This is an optimization exercise on Yosys and OpenROAD, whose aim is small area, not a production implementation.
Where RTL was checked, it was by simulation tests only, not by an equivalence proof against the original.
The flow treats the clock pin as an ideal source, which a real chip does not have.
Power and IR drop assume default switching activity.

==> flow/design.v (excerpt) <==
module TOP_VIEW#(parameter alu_width =16)
(
  input wire [alu_width-1:0]    A,B,
  input wire                    clk,rst,
  input wire [3:0]              alu_fun,
  output wire                   arith_flag,carry_out,logic_flag,comp_flag,shift_flag,
  output wire [alu_width-1:0]   arith_out,logic_out,comp_out,shift_out
  );
==> module TOP_VIEW, before the edit <==
module TOP_VIEW#(parameter alu_width =16)
(
  input wire [alu_width-1:0]    A,B,
  input wire                    clk,rst,
  input wire [3:0]              alu_fun,
  output wire                   arith_flag,carry_out,logic_flag,comp_flag,shift_flag,
  output wire [alu_width-1:0]   arith_out,logic_out,comp_out,shift_out
  );
localparam KS = 5;
localparam P0 = KS % 2;
wire arith_enable, logic_enable, comp_enable, shift_enable;
DECODER_UNIT U_decoder(
  .alu_fun(alu_fun[3:2]),
  .arith_enable(arith_enable),
  .logic_enable(logic_enable),
  .shift_enable(shift_enable),
  .comp_enable(comp_enable)
  );
wire mul_i = arith_enable & alu_fun[1:0] == 2'b10;
wire div_i = arith_enable & alu_fun[1:0] == 2'b11;
wire add_i = arith_enable & alu_fun[1:0] == 2'b00;
wire [16-KS:0] r_mid;
wire [15:KS]   sel_hi;
ARITHMATIC_UNIT #(.KH(15), .KL(KS), .P_TOP((15-KS)%2)) U_arith_hi(
  .A(A), .B(B),
  .mul(mul_i), .div(div_i), .add(add_i),
  .r_in((15-KS)%2 == 1),
  .r_out(r_mid),
  .sel(sel_hi)
  );
reg [KS-1:0]   a_lo;
reg [15-KS:0]  h_r;        
reg [15:0]     b_r;
reg [16-KS:0]  r_r;        
reg [1:0]      fun_r;
reg            arith_en, logic_en, comp_en, shift_en;
always @(posedge clk) begin
  a_lo  <= A[KS-1:0];
  h_r   <= div_i ? sel_hi : A[15:KS];
  b_r   <= B;
  r_r   <= r_mid;
  fun_r <= alu_fun[1:0];
end
always @(posedge clk or negedge rst) begin
  if (!rst) begin
    arith_en <= 1'b0;
    logic_en <= 1'b0;
    comp_en  <= 1'b0;
    shift_en <= 1'b0;
  end else begin
    arith_en <= arith_enable;
    logic_en <= logic_enable;
    comp_en  <= comp_enable;
    shift_en <= shift_enable;
  end
end
assign arith_flag = arith_en;
assign logic_flag = logic_en;
assign comp_flag  = comp_en;
assign shift_flag = shift_en;
wire [15:0] a_r = {h_r, a_lo};
wire div_sel = fun_r == 2'b11;
wire [16:0] sum_p;
wire [16:0] sum = sum_p ^ {17{P0 == 1}};
wire [KS-1:0] sel_lo;
ARITHMATIC_UNIT #(.KH(KS-1), .KL(0), .P_TOP(1)) U_arith_lo(
  .A(a_r), .B(b_r),
  .mul(arith_en & fun_r == 2'b10),
  .div(arith_en & div_sel),
  .add(arith_en & fun_r == 2'b00),
  .r_in(r_r),
  .r_out(sum_p),
  .sel(sel_lo)
  );
assign arith_out = arith_en ? (div_sel ? {h_r, sel_lo} : sum[15:0]) : 16'b0;
assign carry_out = arith_en & ~div_sel & sum[16];
LOGIC_UNIT U_logic(
  .A(a_r),
  .B(b_r),
  .logic_enable(logic_en),
  .alu_fun(fun_r),
  .logic_out(logic_out)
  );
comparsion_unit #(.P(P0)) U_comp(
  .diff(sum_p),
  .comp_enable(comp_en),
  .alu_fun(fun_r),
  .comp_out(comp_out)
  );
shift_unit U_shift(
  .A(a_r),
  .B(b_r),
  .shift_enable(shift_en),
  .alu_fun(fun_r),
  .shift_out(shift_out)
  );
endmodule
export LEC_CHECK = 0
export CAP_MARGIN = 5
export CORE_MARGIN = 2
export CORE_UTILIZATION = 50
export CTS_BUF_LIST = sky130_fd_sc_hd__clkbuf_8
export PLACE_DENSITY = 0.7
export SLEW_MARGIN = 5
create_clock -name core_clock -period 36.0 [get_ports {clk}]
standard.sh (not shown) runs the stock make flow with config.mk's settings and CLKGATE_MAP_FILE= SYNTH_SCRIPT=/design/flow/synth_recipe.tcl, a recipe that flattens the netlist after the stock synthesis.
==> flow/flow/run.sh <==
#!/bin/bash
# Layout flow: the standard flow (standard.sh) with these changes.
#  - Synthesis is the standard flow's synthesis script, except that ABC maps the logic
#    with the area-oriented script flow/abc_area.script instead of ORFS's
#    default.  ABC does not touch registers, so they are the same as in the
#    standard synthesis.
#  - The array's cells (modules ALU_CELL*, ALU_SEL*) keep their hierarchy
#    through ABC, so each is mapped on its own; the standard flow's synthesis script
#    flattens the netlist before the layout as usual.
#  - After synthesis, flow/fa_pins.py reconnects full adders whose ripple
#    carry came in at A or B so that it comes in at CIN, the fastest input
#    (a full adder's function is symmetric in its inputs).
#  - Port buffers are sky130_fd_sc_hd__buf_1; the resizer still sizes them
#    up where timing or slew needs it.
#  - After clock tree synthesis, flow/post_cts.tcl downsizes gates with
#    timing slack to spare (power recovery) and repairs slew again.
# Each tool's output goes to a log file in this folder.
set -euo pipefail
HERE=$(pwd)
FLOWDIR=$HERE/flow

# ORFS's synth.tcl with the abc call replaced
sed 's#^\(\s*\)log_cmd abc {\*}$abc_args$#\1log_cmd abc -script '"$FLOWDIR"'/abc_area.script {*}$lib_args {*}$lib_dont_use_args#' \
  "$FLOW_HOME/scripts/synth.tcl" > "$HERE/synth_area.tcl"
grep -q "abc_area.script {\*}\$lib_args" "$HERE/synth_area.tcl"

# The standard flow's synthesis script, sourcing that copy
sed 's#^source \$::env(SCRIPTS_DIR)/synth.tcl$#source '"$HERE"'/synth_area.tcl#' \
  "$HERE/synth_recipe.tcl" > "$HERE/synth_recipe_area.tcl"
grep -q "synth_area.tcl" "$HERE/synth_recipe_area.tcl"

# standard.sh, using that synthesis script
sed 's#SYNTH_SCRIPT=[^ ]*synth_recipe.tcl#SYNTH_SCRIPT='"$HERE"'/synth_recipe_area.tcl#' \
  "$HERE/standard.sh" > "$HERE/standard_area.sh"
grep -q "synth_recipe_area.tcl" "$HERE/standard_area.sh"

# the modules named ALU_CELL* and ALU_SEL* in the design
export SYNTH_KEEP_MODULES="$(sed -n 's/^\s*module\s\+\(ALU_\(CELL\|SEL\)\w*\).*/\1/p' "$FLOW_DESIGN" | sort -u | tr '\n' ' ')"
echo "SYNTH_KEEP_MODULES=$SYNTH_KEEP_MODULES" > "$HERE/keep_modules.log"
export BUFFER_PORTS_ARGS="-buffer_cell sky130_fd_sc_hd__buf_1"
export POST_CTS_TCL="$FLOWDIR/post_cts.tcl"

RESULTS=$HERE/orfs/results/$FLOW_PLATFORM/TOP_VIEW/base
bash "$HERE/standard_area.sh" "$RESULTS/1_2_yosys.v" > "$HERE/flow_synth.log" 2>&1
python3 "$FLOWDIR/fa_pins.py" "$RESULTS/1_2_yosys.v" > "$HERE/fa_pins.log" 2>&1
bash "$HERE/standard_area.sh" > "$HERE/flow.log" 2>&1
Other scripts of this flow, unchanged in this note and not shown: flow/flow/abc_area.script, flow/flow/fa_pins.py, flow/flow/post_cts.tcl
The baseline ran to the end with no violations.
Edit:
--- a/flow/design.v
+++ b/flow/design.v
@@ -183,19 +183,22 @@
   );
 reg [KS-1:0]   a_lo;
 reg [15-KS:0]  h_r;        
 reg [15:0]     b_r;
 reg [16-KS:0]  r_r;        
 reg [1:0]      fun_r;
+reg            mul_r, div_r;     
 reg            arith_en, logic_en, comp_en, shift_en;
 always @(posedge clk) begin
   a_lo  <= A[KS-1:0];
   h_r   <= div_i ? sel_hi : A[15:KS];
   b_r   <= B;
   r_r   <= r_mid;
   fun_r <= alu_fun[1:0];
+  mul_r <= mul_i;
+  div_r <= div_i;
 end
 always @(posedge clk or negedge rst) begin
   if (!rst) begin
     arith_en <= 1'b0;
     logic_en <= 1'b0;
     comp_en  <= 1'b0;
@@ -215,14 +218,14 @@
 wire div_sel = fun_r == 2'b11;
 wire [16:0] sum_p;
 wire [16:0] sum = sum_p ^ {17{P0 == 1}};
 wire [KS-1:0] sel_lo;
 ARITHMATIC_UNIT #(.KH(KS-1), .KL(0), .P_TOP(1)) U_arith_lo(
   .A(a_r), .B(b_r),
-  .mul(arith_en & fun_r == 2'b10),
-  .div(arith_en & div_sel),
+  .mul(mul_r),
+  .div(div_r),
   .add(arith_en & fun_r == 2'b00),
   .r_in(r_r),
   .r_out(sum_p),
   .sel(sel_lo)
   );
 assign arith_out = arith_en ? (div_sel ? {h_r, sel_lo} : sum[15:0]) : 16'b0;
What happened: Count of clock-buffer cells in the layout stays the same. Fmax hardly moves. Final cell count shrinks by 0.32%. Sequential share of layout area grows by 0.56 points. Setup slack improves by 0.076 ns. Design area came out lower by about 1.2%. Area after synthesis grows by about 1%. Core utilization went down by 0.93 points. Sequential power rises by about 4%. Critical path depth drops by 1. Routed wire length went down by 0.79%.
No functional check of the RTL was part of the first run of this note.

-- what the ideal ports hide --
How much do the figures lean on ideal ports? The routed layouts below were timed once more, with nothing changed but the port constraints.
Step 1 (the two cells are an assumption about what drives the block):
set clk [get_ports {clk}]
set_driving_cell -lib_cell sky130_fd_sc_hd__clkbuf_16 $clk
set_driving_cell -lib_cell sky130_fd_sc_hd__buf_2 [delete_from_list [all_inputs] $clk]
Step 2 times the ports against the registers' clock, not the clock port: input delays grow and output delays shrink by t, the midpoint of the rising clock arrivals with the driver on.
Three values: ideal ports, drivers, drivers and shift; two values: the first two.
run	t, ns	setup slack, ns	pins driven straight from the clock port
the first run	0.335	0.694 / 0.663 / 0.729	1
the second run	0.337	0.770 / 0.738 / 0.758	1
After both steps setup and hold are still met in every run listed. For the second run, which loses most, drivers alone change the setup slack by -0.032 ns; drivers and shift together by -0.012 ns.
